Context: an optimization exercise on an open-source flow, tuned for small area and a short achievable clock period. The choices shown serve that exercise and are no tape-out recipe. RTL that was checked went through simulation tests only; none was proved equivalent to the original. Power is estimated from default activity; no workload was simulated.

// CONV
module CONV(
 input wire reset,  
 input wire clk,  
 input wire signed [7: 0] CONV_iData0,  
 input wire signed [7: 0] CONV_iData1,  
 output reg signed [15: 0] CONV_oData  
);
reg [6:0] cnt;           
reg [3:0] ii;            
reg [7:0] ra [0:8];      
reg [15:0] rf [0:6];     
reg [15:0] rs [0:7];     
reg [7:0] bj;            
reg [15:0] f7s, f7c;     
reg sw_d;                
wire load = (cnt < 7'd8);
wire in_block = (cnt >= 7'd7) && (cnt <= 7'd77);
wire [7:0] ma = ra[6];
wire [7:0] mb = bj;
wire [15:0] fb = rf[6];
wire t1 = (ma[0] & mb[5]) ^ (ma[1] & mb[4]);
wire t2 = (ma[0] & mb[5]) & (ma[1] & mb[4]);
wire t3 = (ma[0] & mb[6]) ^ (ma[1] & mb[5]) ^ (ma[2] & mb[4]);
wire t4 = ((ma[0] & mb[6]) & (ma[1] & mb[5])) | ((ma[0] & mb[6]) & (ma[2] & mb[4])) | ((ma[1] & mb[5]) & (ma[2] & mb[4]));
wire t5 = (ma[3] & mb[3]) ^ (ma[4] & mb[2]);
wire t6 = (ma[3] & mb[3]) & (ma[4] & mb[2]);
  ...
Settings: LEC_CHECK=0, CAP_MARGIN=20, CORE_MARGIN=2, CORE_UTILIZATION=70, CTS_BUF_LIST=sky130_fd_sc_hd__clkbuf_8, CTS_CLUSTER_DIAMETER=40, CTS_CLUSTER_SIZE=16, SLEW_MARGIN=20; clock period 10.0 ns.
standard.sh (not shown) runs the stock make flow with config.mk's settings and CLKGATE_MAP_FILE= SYNTH_SCRIPT=/design/flow/synth_recipe.tcl, a recipe that flattens the netlist after the stock synthesis.
==> flow/flow/run.sh <==
#!/bin/bash
# Standard layout, with stronger port buffers, a stronger clock root buffer and
# timing repair aimed at a shorter period than the constraint (the constraint
# itself is unchanged).
set -uo pipefail
export BUFFER_PORTS_ARGS="-buffer_cell sky130_fd_sc_hd__buf_2"
export SETUP_SLACK_MARGIN=7.0
export CTS_ARGS="-sink_clustering_enable -repair_clock_nets -sink_clustering_size 16 -sink_clustering_max_diameter 40 -buf_list sky130_fd_sc_hd__clkbuf_8 -dont_use_dummy_load"
bash standard.sh > standard_flow.log 2>&1
The first run ran to the end with no violations.
==> next run, changes <==
--- a/flow/design.v
+++ b/flow/design.v
@@ -4,23 +4,30 @@
  input wire signed [7: 0] CONV_iData0,  
  input wire signed [7: 0] CONV_iData1,  
  output reg signed [15: 0] CONV_oData  
 );
 reg [6:0] cnt;           
 reg [3:0] ii;            
+reg [2:0] jj;            
 reg [7:0] ra [0:8];      
 reg [15:0] rf [0:6];     
 reg [15:0] rs [0:7];     
 reg [7:0] bj;            
 reg [15:0] f7s, f7c;     
-reg sw_d;                
+reg clr_e, sw_e;         
 wire load = (cnt < 7'd8);
-wire in_block = (cnt >= 7'd7) && (cnt <= 7'd77);
+wire [6:0] cnt_n = (reset == 0 || cnt == 7'd111) ? 7'd0 : cnt + 7'd1;
+wire [3:0] ii_n = (cnt == 7'd6 || ii == 4'd8) ? 4'd0 : ii + 4'd1;
+wire [2:0] jj_n = (cnt == 7'd6) ? 3'd0 : (ii == 4'd8) ? jj + 3'd1 : jj;
+wire valid_n = (cnt_n >= 7'd7) && (cnt_n <= 7'd77) && (ii_n != 4'd8);
+wire clear_n = valid_n && ((jj_n == 3'd0) || (ii_n == 4'd7));
+wire swap_n = (valid_n && (jj_n != 3'd0) && (ii_n == 4'd7)) ||
+              (cnt_n >= 7'd86 && cnt_n <= 7'd93);
 wire [7:0] ma = ra[6];
 wire [7:0] mb = bj;
-wire [15:0] fb = rf[6];
+wire [15:0] fb = clr_e ? 16'd0 : rf[6];
 wire t1 = (ma[0] & mb[5]) ^ (ma[1] & mb[4]);
 wire t2 = (ma[0] & mb[5]) & (ma[1] & mb[4]);
 wire t3 = (ma[0] & mb[6]) ^ (ma[1] & mb[5]) ^ (ma[2] & mb[4]);
 wire t4 = ((ma[0] & mb[6]) & (ma[1] & mb[5])) | ((ma[0] & mb[6]) & (ma[2] & mb[4])) | ((ma[1] & mb[5]) & (ma[2] & mb[4]));
 wire t5 = (ma[3] & mb[3]) ^ (ma[4] & mb[2]);
 wire t6 = (ma[3] & mb[3]) & (ma[4] & mb[2]);
@@ -130,37 +137,39 @@
 wire t110 = (t82 & t83) | (t82 & fb[13]) | (t83 & fb[13]);
 wire t111 = t84 ^ (ma[7] & mb[7]) ^ fb[14];
 wire t112 = (t84 & (ma[7] & mb[7])) | (t84 & fb[14]) | ((ma[7] & mb[7]) & fb[14]);
 wire t113 = fb[15] ^ 1'b1;
 wire [15:0] m_s = {t112, t110, t108, t106, t104, t102, t100, t98, t96, t94, t92, t90, t88, t86, t85, (ma[0] & mb[0])};
 wire [15:0] m_c = {t113, t111, t109, t107, t105, t103, t101, t99, t97, t95, t93, t91, t89, t87, fb[1], fb[0]};
-wire [15:0] f_sum = f7s + f7c;
 integer s;
 always @(posedge clk) begin
 	if (reset == 0) begin
 		cnt <= 7'd0;
 		CONV_oData <= 16'd0;
 	end else begin
 		cnt <= (cnt == 7'd111) ? 7'd0 : cnt + 7'd1;
 		if (cnt >= 7'd81 && cnt <= 7'd95)
 			CONV_oData <= rs[0];
 		else
 			CONV_oData <= 16'd0;
 	end
-	ii <= (cnt == 7'd6 || ii == 4'd8) ? 4'd0 : ii + 4'd1;
-	sw_d <= (in_block && ii == 4'd8) || (cnt >= 7'd86 && cnt <= 7'd93);
+	ii <= ii_n;
+	jj <= jj_n;
+	clr_e <= clear_n;
+	sw_e <= swap_n;
 	if (cnt == 7'd6 || ii == 4'd8)
 		bj <= (cnt <= 7'd69) ? rs[5][7:0] : 8'd0;
 	f7s <= m_s;
 	f7c <= m_c;
 	ra[0] <= load ? CONV_iData0 : ra[8];
 	for (s = 1; s < 8; s = s + 1)
 		ra[s] <= ra[s-1];
 	ra[8] <= (cnt == 7'd7) ? 8'd0 : ra[7];
 	for (s = 1; s < 7; s = s + 1)
 		rf[s] <= rf[s-1];
-	rf[0] <= (load || (sw_d && cnt <= 7'd77)) ? 16'd0 : f_sum;
-	for (s = 1; s < 8; s = s + 1)
+	rf[0] <= f7s + f7c;
+	for (s = 1; s < 7; s = s + 1)
 		rs[s] <= rs[s-1];
-	rs[0] <= load ? {rs[7][15:8], CONV_iData1} : sw_d ? f_sum : rs[7];
+	rs[7] <= sw_e ? rf[6] : rs[6];
+	rs[0] <= load ? {rs[7][15:8], CONV_iData1} : rs[7];
 end
 endmodule
What happened: Global-route usage went down by 1.7 points. Clock skew falls by 0.0098 ns. Hold slack is better by 0.023 ns. Via count fell by a few percent. Die area climbs slightly. Sequential power grows by a quarter to a third. Cell area came out higher slightly. Sequential share of layout area stays flat. Setup slack gets better by 0.014 ns. Power came out higher by about a fifth. Area after synthesis came out higher slightly. Count of clock-buffer cells in the layout fell by 1. Utilization rose by 0.34 points.
No run of this note included a check of the RTL's function; only the layout flow was run.

---

## P
CONV, a different RTL version from the one above (not shown whole).
For scale: about 380 flip-flops, about 11,000 µm² of cells after synthesis.
export LEC_CHECK = 0
export CAP_MARGIN = 20
export CORE_MARGIN = 2
export CORE_UTILIZATION = 70
export CTS_BUF_LIST = sky130_fd_sc_hd__clkbuf_8
export CTS_CLUSTER_DIAMETER = 40
export CTS_CLUSTER_SIZE = 16
export SLEW_MARGIN = 20
create_clock -name core_clock -period 10.0 [get_ports {clk}]
==> flow/flow/run.sh <==
#!/bin/bash
# Standard layout, with stronger port buffers, a stronger clock root buffer and
# timing repair aimed at a shorter period than the constraint (the constraint
# itself is unchanged).
set -uo pipefail
export BUFFER_PORTS_ARGS="-buffer_cell sky130_fd_sc_hd__buf_2"
export SETUP_SLACK_MARGIN=7.0
export CTS_ARGS="-sink_clustering_enable -repair_clock_nets -sink_clustering_size 16 -sink_clustering_max_diameter 40 -buf_list sky130_fd_sc_hd__clkbuf_8 -dont_use_dummy_load -root_buf sky130_fd_sc_hd__clkbuf_16"
bash standard.sh > standard_flow.log 2>&1
Here is what was changed in the inputs of S compared with P.
--- a/flow/design.v
+++ b/flow/design.v
@@ -2,23 +2,23 @@
  input wire reset,  
  input wire clk,  
  input wire signed [7: 0] CONV_iData0,  
  input wire signed [7: 0] CONV_iData1,  
  output reg signed [15: 0] CONV_oData  
 );
 reg [6:0] cnt;           
-reg [3:0] ii;            
 reg [7:0] ra [0:8];      
 reg [15:0] rf [0:6];     
 reg [15:0] rs [0:7];     
 reg [7:0] bj;            
 reg [15:0] f7s, f7c;     
 reg sw_d;                
 wire load = (cnt < 7'd8);
-wire in_block = (cnt >= 7'd7) && (cnt <= 7'd77);
+wire bubble = (cnt == 7'd15) || (cnt == 7'd24) || (cnt == 7'd33) || (cnt == 7'd42) ||
+              (cnt == 7'd51) || (cnt == 7'd60) || (cnt == 7'd69);
 wire [7:0] ma = ra[6];
 wire [7:0] mb = bj;
 wire [15:0] fb = rf[6];
 wire t1 = (ma[0] & mb[5]) ^ (ma[1] & mb[4]);
 wire t2 = (ma[0] & mb[5]) & (ma[1] & mb[4]);
 wire t3, t4;
 assign {t4, t3} = {1'b0, (ma[0] & mb[6])} + {1'b0, (ma[1] & mb[5])} + {1'b0, (ma[2] & mb[4])};
@@ -196,17 +196,16 @@
 	end else begin
 		cnt <= (cnt == 7'd111) ? 7'd0 : cnt + 7'd1;
 		if (cnt >= 7'd81 && cnt <= 7'd95)
 			CONV_oData <= rs[0];
 		else
 			CONV_oData <= 16'd0;
 	end
-	ii <= (cnt == 7'd6 || ii == 4'd8) ? 4'd0 : ii + 4'd1;
-	sw_d <= (in_block && ii == 4'd8) || (cnt >= 7'd86 && cnt <= 7'd93);
-	if (cnt == 7'd6 || ii == 4'd8)
+	sw_d <= bubble || (cnt >= 7'd86 && cnt <= 7'd93);
+	if (cnt == 7'd6 || bubble || cnt == 7'd78)
 		bj <= (cnt <= 7'd69) ? rs[5][7:0] : 8'd0;
 	f7s <= m_s;
 	f7c <= m_c;
 	ra[0] <= load ? CONV_iData0 : ra[8];
 	for (s = 1; s < 8; s = s + 1)
 		ra[s] <= ra[s-1];
 	ra[8] <= (cnt == 7'd7) ? 8'd0 : ra[7];
Overall power of the completed layout: S < P
On register-to-register slack, S and P are neck and neck.
| pin count of the biggest net entering global routing | S vs P | 10 lower |
Sort S and P by maximum frequency, descending, and S comes first.
Going from P to S, layout buffering overhead excluding clock cells shrinks by 0.27 points.
Diff S..P | non-filler instance count after layout | negligible
Looking at source of the critical timing path, the CONV_oData[5]$_SDFF_PN0_ result is from P; the CONV_oData[6]$_SDFF_PN0_ one comes from S.
The standard cells in S occupy less silicon area than those in P do.
| core region area | S vs P | better |
S vs. P: number of placed instances, taps included saw a decrease, share of the clock period used by the worst path saw a decrease, count of flip-flops and latches saw a decrease, synthesized cell count saw little to no change.

[port drivers added, routing unchanged]
The results above use ideal ports. As a check the final layouts listed here were re-extracted and re-timed, cells and wires unchanged. Step 1 assumes that a clkbuf_16 drives the clock port and a buf_2 every other input. Step 2 adds t to the input delays and takes it off the output delays; t is the mean of the earliest and latest rising clock arrival at the registers after step 1. Input paths then give back, and output paths get back, about the clock's delay inside the block. Three values: no drivers, after step 1, after step 2; two values: the first two.
run	shift t [ns]	setup WS [ns]	hold slack, ns	worst slew at a driven data input, ns
the first run of note 1	0.543	7.014 / 6.972 / 7.080	0.275 / 0.275 / 0.275	0.03
the second run of note 1	0.534	7.028 / 6.989 / 7.006	0.298 / 0.298 / 0.298	0.04
P	0.524	7.037 / 6.994 / 6.863	0.302 / 0.302 / 0.302	0.03
S	0.504	7.060 / 7.014 / 6.852	0.303 / 0.303 / 0.303	0.03
After both steps setup and hold are still met in every run listed. For S, which loses most, drivers alone change the setup slack by -0.046 ns; drivers and shift together by -0.208 ns.
